Background: an optimization exercise with open tools, aiming at small area and a short achievable clock period. Do not read the settings as production practice. RTL that was checked went through simulation tests only; none was proved equivalent to the original.

==> 12-21 <==
==> flow/design.v <==
`timescale 1ns / 1ps
module adress_checker(
    input clk,
    input rst,
    input [63:0] address,          
    input [63:0] size,             
    input valid,                   
    input [3:0] start,             
    input [3:0] complete,          
    output reg [1:0] dependency    
    );
reg [63:0] address_buffer [0:3];       
reg [63:0] end_plus1_buffer [0:3];     
reg [3:0] end_plus1_top;               
reg [3:0] busy;
reg [3:0] free;      
function lt64;
    input [63:0] x;
    input [63:0] y;
    reg [63:0] g, p;
    integer k, w;
    begin
        g = y & ~x;
        p = y | ~x;
        for (w = 32; w >= 1; w = w / 2)
            for (k = 0; k < w; k = k + 1) begin
                g[k] = g[2*k+1] | (p[2*k+1] & g[2*k]);
                p[k] = p[2*k+1] & p[2*k];
            end
        lt64 = g[0];
    end
endfunction
function [63:0] add64;
    input [63:0] x;
    input [63:0] y;
    reg [63:0] g, p;
    integer k, l, s;
    begin
        g = x & y;
        p = x ^ y;
        for (l = 0; l < 6; l = l + 1) begin
            s = 1 << l;
            for (k = 63; k >= 0; k = k - 1)
                if ((k & s) != 0) begin
                    g[k] = g[k] | (p[k] & g[(k & ~(2*s-1)) + s - 1]);
                    p[k] = p[k] & p[(k & ~(2*s-1)) + s - 1];
                end
        end
        add64 = (x ^ y) ^ {g[62:0], 1'b0};
    end
endfunction
wire [63:0] end_plus1 = add64(address, size);
wire end_plus1_is_top = ~|end_plus1;
reg [3:0] clash;
reg [3:0] take;
integer i;
always @(*) begin
    for (i = 0; i < 4; i = i + 1)
        clash[i] = busy[i]
                 & (end_plus1_top[i] | lt64(address, end_plus1_buffer[i]))
                 & (end_plus1_is_top | lt64(address_buffer[i], end_plus1));
    take[0] = ~busy[0];
    take[1] = busy[0] & ~busy[1];
    take[2] = busy[0] & busy[1] & ~busy[2];
    take[3] = busy[0] & busy[1] & busy[2] & ~busy[3];
end
always @(posedge clk) begin
    for (i = 0; i < 4; i = i + 1) begin
        address_buffer[i] <= (address_buffer[i] & {64{busy[i]}}) | (address & {64{free[i]}});
        end_plus1_buffer[i] <= (end_plus1_buffer[i] & {64{busy[i]}}) | (end_plus1 & {64{free[i]}});
        end_plus1_top[i] <= (end_plus1_top[i] & busy[i]) | (end_plus1_is_top & free[i]);
    end
end
always @(posedge clk) begin
    if (~rst) begin
        busy <= 0;
        free <= 4'b1111;
        dependency <= 0;
    end
    else begin
        if (valid)
            dependency <= (&busy) ? 2'b11 : (|clash) ? 2'b01 : 2'b00;
        busy <= (busy & ~complete) | (take & {4{valid & ~|clash}});
        free <= ~((busy & ~complete) | (take & {4{valid & ~|clash}}));
    end
end
endmodule
==> flow/flow/run.sh <==
#!/bin/bash
# Standard ORFS layout (standard.sh) with two changes:
# - the half/full adder cells are don't-use, so Yosys leaves adder and
#   comparator logic to ABC instead of extracting ha/fa cells;
# - the port buffers that buffer_ports inserts are buf_4 cells.
set -e
cat >> config.mk <<'EOF'
export DONT_USE_CELLS += sky130_fd_sc_hd__ha_1 sky130_fd_sc_hd__ha_2 sky130_fd_sc_hd__ha_4 sky130_fd_sc_hd__fa_1 sky130_fd_sc_hd__fa_2 sky130_fd_sc_hd__fa_4 sky130_fd_sc_hd__fah_1 sky130_fd_sc_hd__fahcin_1 sky130_fd_sc_hd__fahcon_1
export BUFFER_PORTS_ARGS = -buffer_cell sky130_fd_sc_hd__buf_4
EOF
bash standard.sh > standard.log 2>&1
==> flow/standard.sh <==
#!/bin/bash
# synth_recipe.tcl (not shown) runs the flow's synth.tcl, then flattens the netlist and writes it again
# the make line also repeats each setting of config.mk as NAME=value (left out here)
make -C /OpenROAD-flow-scripts/flow DESIGN_CONFIG=/design/flow/config.mk WORK_HOME=/design/flow/orfs CLKGATE_MAP_FILE= SYNTH_SCRIPT=/design/flow/synth_recipe.tcl "${@:-finish}"
==> flow/config.mk <==
export PLATFORM = sky130hd
export DESIGN_NAME = adress_checker
export DESIGN_NICKNAME = adress_checker
export VERILOG_FILES = /design/flow/design.v
export SDC_FILE = /design/flow/constraint.sdc
export NUM_CORES = 4
export LEC_CHECK = 0
export ABC_AREA = 1
export CAP_MARGIN = 20
export CORE_MARGIN = 2
export CORE_UTILIZATION = 60
export CTS_CLUSTER_DIAMETER = 100
export CTS_CLUSTER_SIZE = 25
export SETUP_SLACK_MARGIN = 3.2
export SLEW_MARGIN = 20
export TNS_END_PERCENT = 10
export DONT_USE_CELLS += sky130_fd_sc_hd__ha_1 sky130_fd_sc_hd__ha_2 sky130_fd_sc_hd__ha_4 sky130_fd_sc_hd__fa_1 sky130_fd_sc_hd__fa_2 sky130_fd_sc_hd__fa_4 sky130_fd_sc_hd__fah_1 sky130_fd_sc_hd__fahcin_1 sky130_fd_sc_hd__fahcon_1
export BUFFER_PORTS_ARGS = -buffer_cell sky130_fd_sc_hd__buf_4
==> flow/constraint.sdc <==
create_clock -name core_clock -period 7.5 [get_ports {clk}]
set_input_delay 1.5000 -clock core_clock [delete_from_list [all_inputs] [get_ports {clk}]]
set_output_delay 1.5000 -clock core_clock [all_outputs]
set_load 0.01 [all_outputs]
==> 03-04: changes against 12-21 <==
==> flow/design.v (replaced) <==
`timescale 1ns / 1ps
module adress_checker(
    input clk,
    input rst,
    input [63:0] address,          
    input [63:0] size,             
    input valid,                   
    input [3:0] start,             
    input [3:0] complete,          
    output reg [1:0] dependency    
    );
reg [63:0] address_buffer [0:3];
reg [63:0] end_address_buffer [0:3];
reg [3:0] busy;
reg [3:0] free;      
function le64;
    input [63:0] x;
    input [63:0] y;
    reg [63:0] g, p;
    integer k, w;
    begin
        g = y & ~x;
        p = y | ~x;
        g[0] = p[0];                       
        for (w = 32; w >= 1; w = w / 2)
            for (k = 0; k < w; k = k + 1) begin
                g[k] = g[2*k+1] | (p[2*k+1] & g[2*k]);
                p[k] = p[2*k+1] & p[2*k];
            end
        le64 = g[0];
    end
endfunction
function [63:0] addm1;
    input [63:0] x;
    input [63:0] y;
    reg [63:0] u, v, g, p;
    integer k, l, s;
    begin
        u = ~(x ^ y);
        v = {(x[62:0] | y[62:0]), 1'b0};
        g = u & v;
        p = u ^ v;
        for (l = 0; l < 6; l = l + 1) begin
            s = 1 << l;
            for (k = 63; k >= 0; k = k - 1)
                if ((k & s) != 0) begin
                    g[k] = g[k] | (p[k] & g[(k & ~(2*s-1)) + s - 1]);
                    p[k] = p[k] & p[(k & ~(2*s-1)) + s - 1];
                end
        end
        addm1 = (u ^ v) ^ {g[62:0], 1'b0};
    end
endfunction
wire [63:0] end_address = addm1(address, size);
reg [3:0] clash;
reg [3:0] take;
integer i;
always @(*) begin
    for (i = 0; i < 4; i = i + 1)
        clash[i] = busy[i] & le64(address, end_address_buffer[i]) & le64(address_buffer[i], end_address);
    take[0] = ~busy[0];
    take[1] = busy[0] & ~busy[1];
    take[2] = busy[0] & busy[1] & ~busy[2];
    take[3] = busy[0] & busy[1] & busy[2] & ~busy[3];
end
always @(posedge clk) begin
    for (i = 0; i < 4; i = i + 1) begin
        address_buffer[i] <= (address_buffer[i] & {64{busy[i]}}) | (address & {64{free[i]}});
        end_address_buffer[i] <= (end_address_buffer[i] & {64{busy[i]}}) | (end_address & {64{free[i]}});
    end
end
always @(posedge clk) begin
    if (~rst) begin
        busy <= 0;
        free <= 4'b1111;
        dependency <= 0;
    end
    else begin
        if (valid)
            dependency <= (&busy) ? 2'b11 : (|clash) ? 2'b01 : 2'b00;
        busy <= (busy & ~complete) | (take & {4{valid & ~|clash}});
        free <= ~((busy & ~complete) | (take & {4{valid & ~|clash}}));
    end
end
endmodule
==> flow/run.sh (new file) <==
#!/bin/bash
# synth_recipe.tcl (not shown) runs the flow's synth.tcl, then flattens the netlist and writes it again
# the make line also repeats each setting of config.mk as NAME=value (left out here)
make -C /OpenROAD-flow-scripts/flow DESIGN_CONFIG=/design/flow/config.mk WORK_HOME=/design/flow/orfs CLKGATE_MAP_FILE= SYNTH_SCRIPT=/design/flow/synth_recipe.tcl finish
==> flow/config.mk (replaced) <==
export PLATFORM = sky130hd
export DESIGN_NAME = adress_checker
export DESIGN_NICKNAME = adress_checker
export VERILOG_FILES = /design/flow/design.v
export SDC_FILE = /design/flow/constraint.sdc
export NUM_CORES = 4
export LEC_CHECK = 0
export ABC_AREA = 1
export CAP_MARGIN = 20
export CORE_MARGIN = 2
export CORE_UTILIZATION = 60
export CTS_BUF_LIST = sky130_fd_sc_hd__clkbuf_4 sky130_fd_sc_hd__clkbuf_8
export SLEW_MARGIN = 20
removed: flow/flow/run.sh
removed: flow/standard.sh
==> 03-05: changes against 12-21 <==
==> flow/design.v (replaced) <==
`timescale 1ns / 1ps
module adress_checker(
    input clk,
    input rst,
    input [63:0] address,          
    input [63:0] size,             
    input valid,                   
    input [3:0] start,             
    input [3:0] complete,          
    output reg [1:0] dependency    
    );
reg [63:0] address_buffer [0:3];
reg [63:0] end_address_buffer [0:3];
reg [3:0] busy;
reg [3:0] clash;
reg full;
reg [3:0] take;
wire [63:0] end_address = address + size - 1'b1;
integer i;
always @(*) begin
    full = &busy;
    for (i = 0; i < 4; i = i + 1)
        clash[i] = busy[i] & (address <= end_address_buffer[i]) & (end_address >= address_buffer[i]);
    take[0] = ~busy[0];
    take[1] = busy[0] & ~busy[1];
    take[2] = busy[0] & busy[1] & ~busy[2];
    take[3] = busy[0] & busy[1] & busy[2] & ~busy[3];
end
always @(posedge clk) begin
    for (i = 0; i < 4; i = i + 1)
        if (~busy[i]) begin
            address_buffer[i] <= address;
            end_address_buffer[i] <= end_address;
        end
end
always @(posedge clk) begin
    if (~rst) begin
        busy <= 0;
        dependency <= 0;
    end
    else begin
        if (valid)
            dependency <= full ? 2'b11 : (|clash) ? 2'b01 : 2'b00;
        busy <= (busy & ~complete) | (take & {4{valid & ~|clash}});
    end
end
endmodule
==> flow/run.sh (new file) <==
#!/bin/bash
# synth_recipe.tcl (not shown) runs the flow's synth.tcl, then flattens the netlist and writes it again
# the make line also repeats each setting of config.mk as NAME=value (left out here)
make -C /OpenROAD-flow-scripts/flow DESIGN_CONFIG=/design/flow/config.mk WORK_HOME=/design/flow/orfs CLKGATE_MAP_FILE= SYNTH_SCRIPT=/design/flow/synth_recipe.tcl finish
==> flow/config.mk (replaced) <==
export PLATFORM = sky130hd
export DESIGN_NAME = adress_checker
export DESIGN_NICKNAME = adress_checker
export VERILOG_FILES = /design/flow/design.v
export SDC_FILE = /design/flow/constraint.sdc
export NUM_CORES = 4
export LEC_CHECK = 0
export CAP_MARGIN = 20
export CORE_MARGIN = 2
export CORE_UTILIZATION = 40
export SETUP_SLACK_MARGIN = 0.1
export SLEW_MARGIN = 20
removed: flow/flow/run.sh
removed: flow/standard.sh
==> impl_metrics.env <==
export IMPL_pwr_group_combinational_w=0.00477
export IMPL_nFillCells=7612
export IMPL_synth_area_top_cells="edfxtp_1 (46%), ha_1 (24%), inv_1 (8.7%)"
export IMPL_tightest_slew_ns=1.05
export IMPL_wl_per_cell_um=19.1
export IMPL_grt_use_total=0.206
export IMPL_place_congestion=0.882
export IMPL_outcome="no timing/DRC/antenna violations"
export IMPL_maxPowerGroup="combinational logic"
export IMPL_grt_setup_unrepaired="no"
[end of results for 03-05]
==> impl_metrics.env <==
export IMPL_maxPowerGroup="sequential cells"
export IMPL_synth_area_top_cells="dfxtp_1 (36%), nand2_1 (15%), o22ai_1 (9.0%)"
export IMPL_grt_use_total=0.346
export IMPL_wl_per_cell_um=17.5
export IMPL_outcome="no timing/DRC/antenna violations"
export IMPL_place_congestion=0.908
export IMPL_nFillCells=4592
export IMPL_tightest_slew_ns=1.15
export IMPL_pwr_group_combinational_w=0.00241
[end of results for 12-21]
==> impl_metrics.env <==
export IMPL_nFillCells=4548
export IMPL_outcome="no timing/DRC/antenna violations"
export IMPL_grt_use_total=0.342
export IMPL_top_layer="met4"
export IMPL_fmax_mhz=165
export IMPL_reg2reg_setup_slack_ns=4.47
export IMPL_worstSetupEndpoint="dependency[0]$_SDFFE_PN0P_"
export IMPL_wl_per_cell_um=17.0
export IMPL_fin_crit_ns=6.05
export IMPL_place_congestion=0.901
export IMPL_synth_area_top_cells="dfxtp_1 (35%), nand2_1 (13%), inv_1 (9.7%)"
export IMPL_power_w=0.00982
export IMPL_rr_worst_depth=10
export IMPL_tightest_slew_ns=1.04
export IMPL_wl_met2_mm=41.8
export IMPL_clock_sinks=522
export IMPL_hold_worst_slack_ns=0.459
[end of results for 03-04]
The RTL of 03-05 was laid out without a check of its function.

static timing again, ports no longer ideal:
No port has a modelled driver above. Below, the same layouts with a new extraction and two added sets of constraints.
Step 1 (the two cells are an assumption about what drives the block):
set clk [get_ports {clk}]
set_driving_cell -lib_cell sky130_fd_sc_hd__clkbuf_16 $clk
set_driving_cell -lib_cell sky130_fd_sc_hd__buf_2 [delete_from_list [all_inputs] $clk]
Step 2 also shifts input and output timing later by t, the mid clock arrival at the registers, as if the neighbouring blocks saw the same clock.
a / b / c = no drivers / after step 1 / after step 2; a / b = the first two.
run | t, ns | setup WS [ns] | hold slack, ns | worst setup path at the end | cell pins on the clock port's net
12-21 | 0.655 | 3.126 / 3.163 / 2.508 | 0.463 / 0.463 / 0.463 | input to register | 1
03-04 | 0.724 | 1.453 / 1.485 / 0.761 | 0.459 / 0.459 / 0.459 | input to register | 1
03-05 | 0.686 | 0.362 / 0.396 / -0.290 | 0.611 / 0.611 / 0.611 | input to register | 1
With both steps, setup timing fails in 03-05, where it was met with ideal ports. The setup slack of 03-04, which loses most, moves by +0.032 ns with the drivers and by -0.692 ns with both steps.
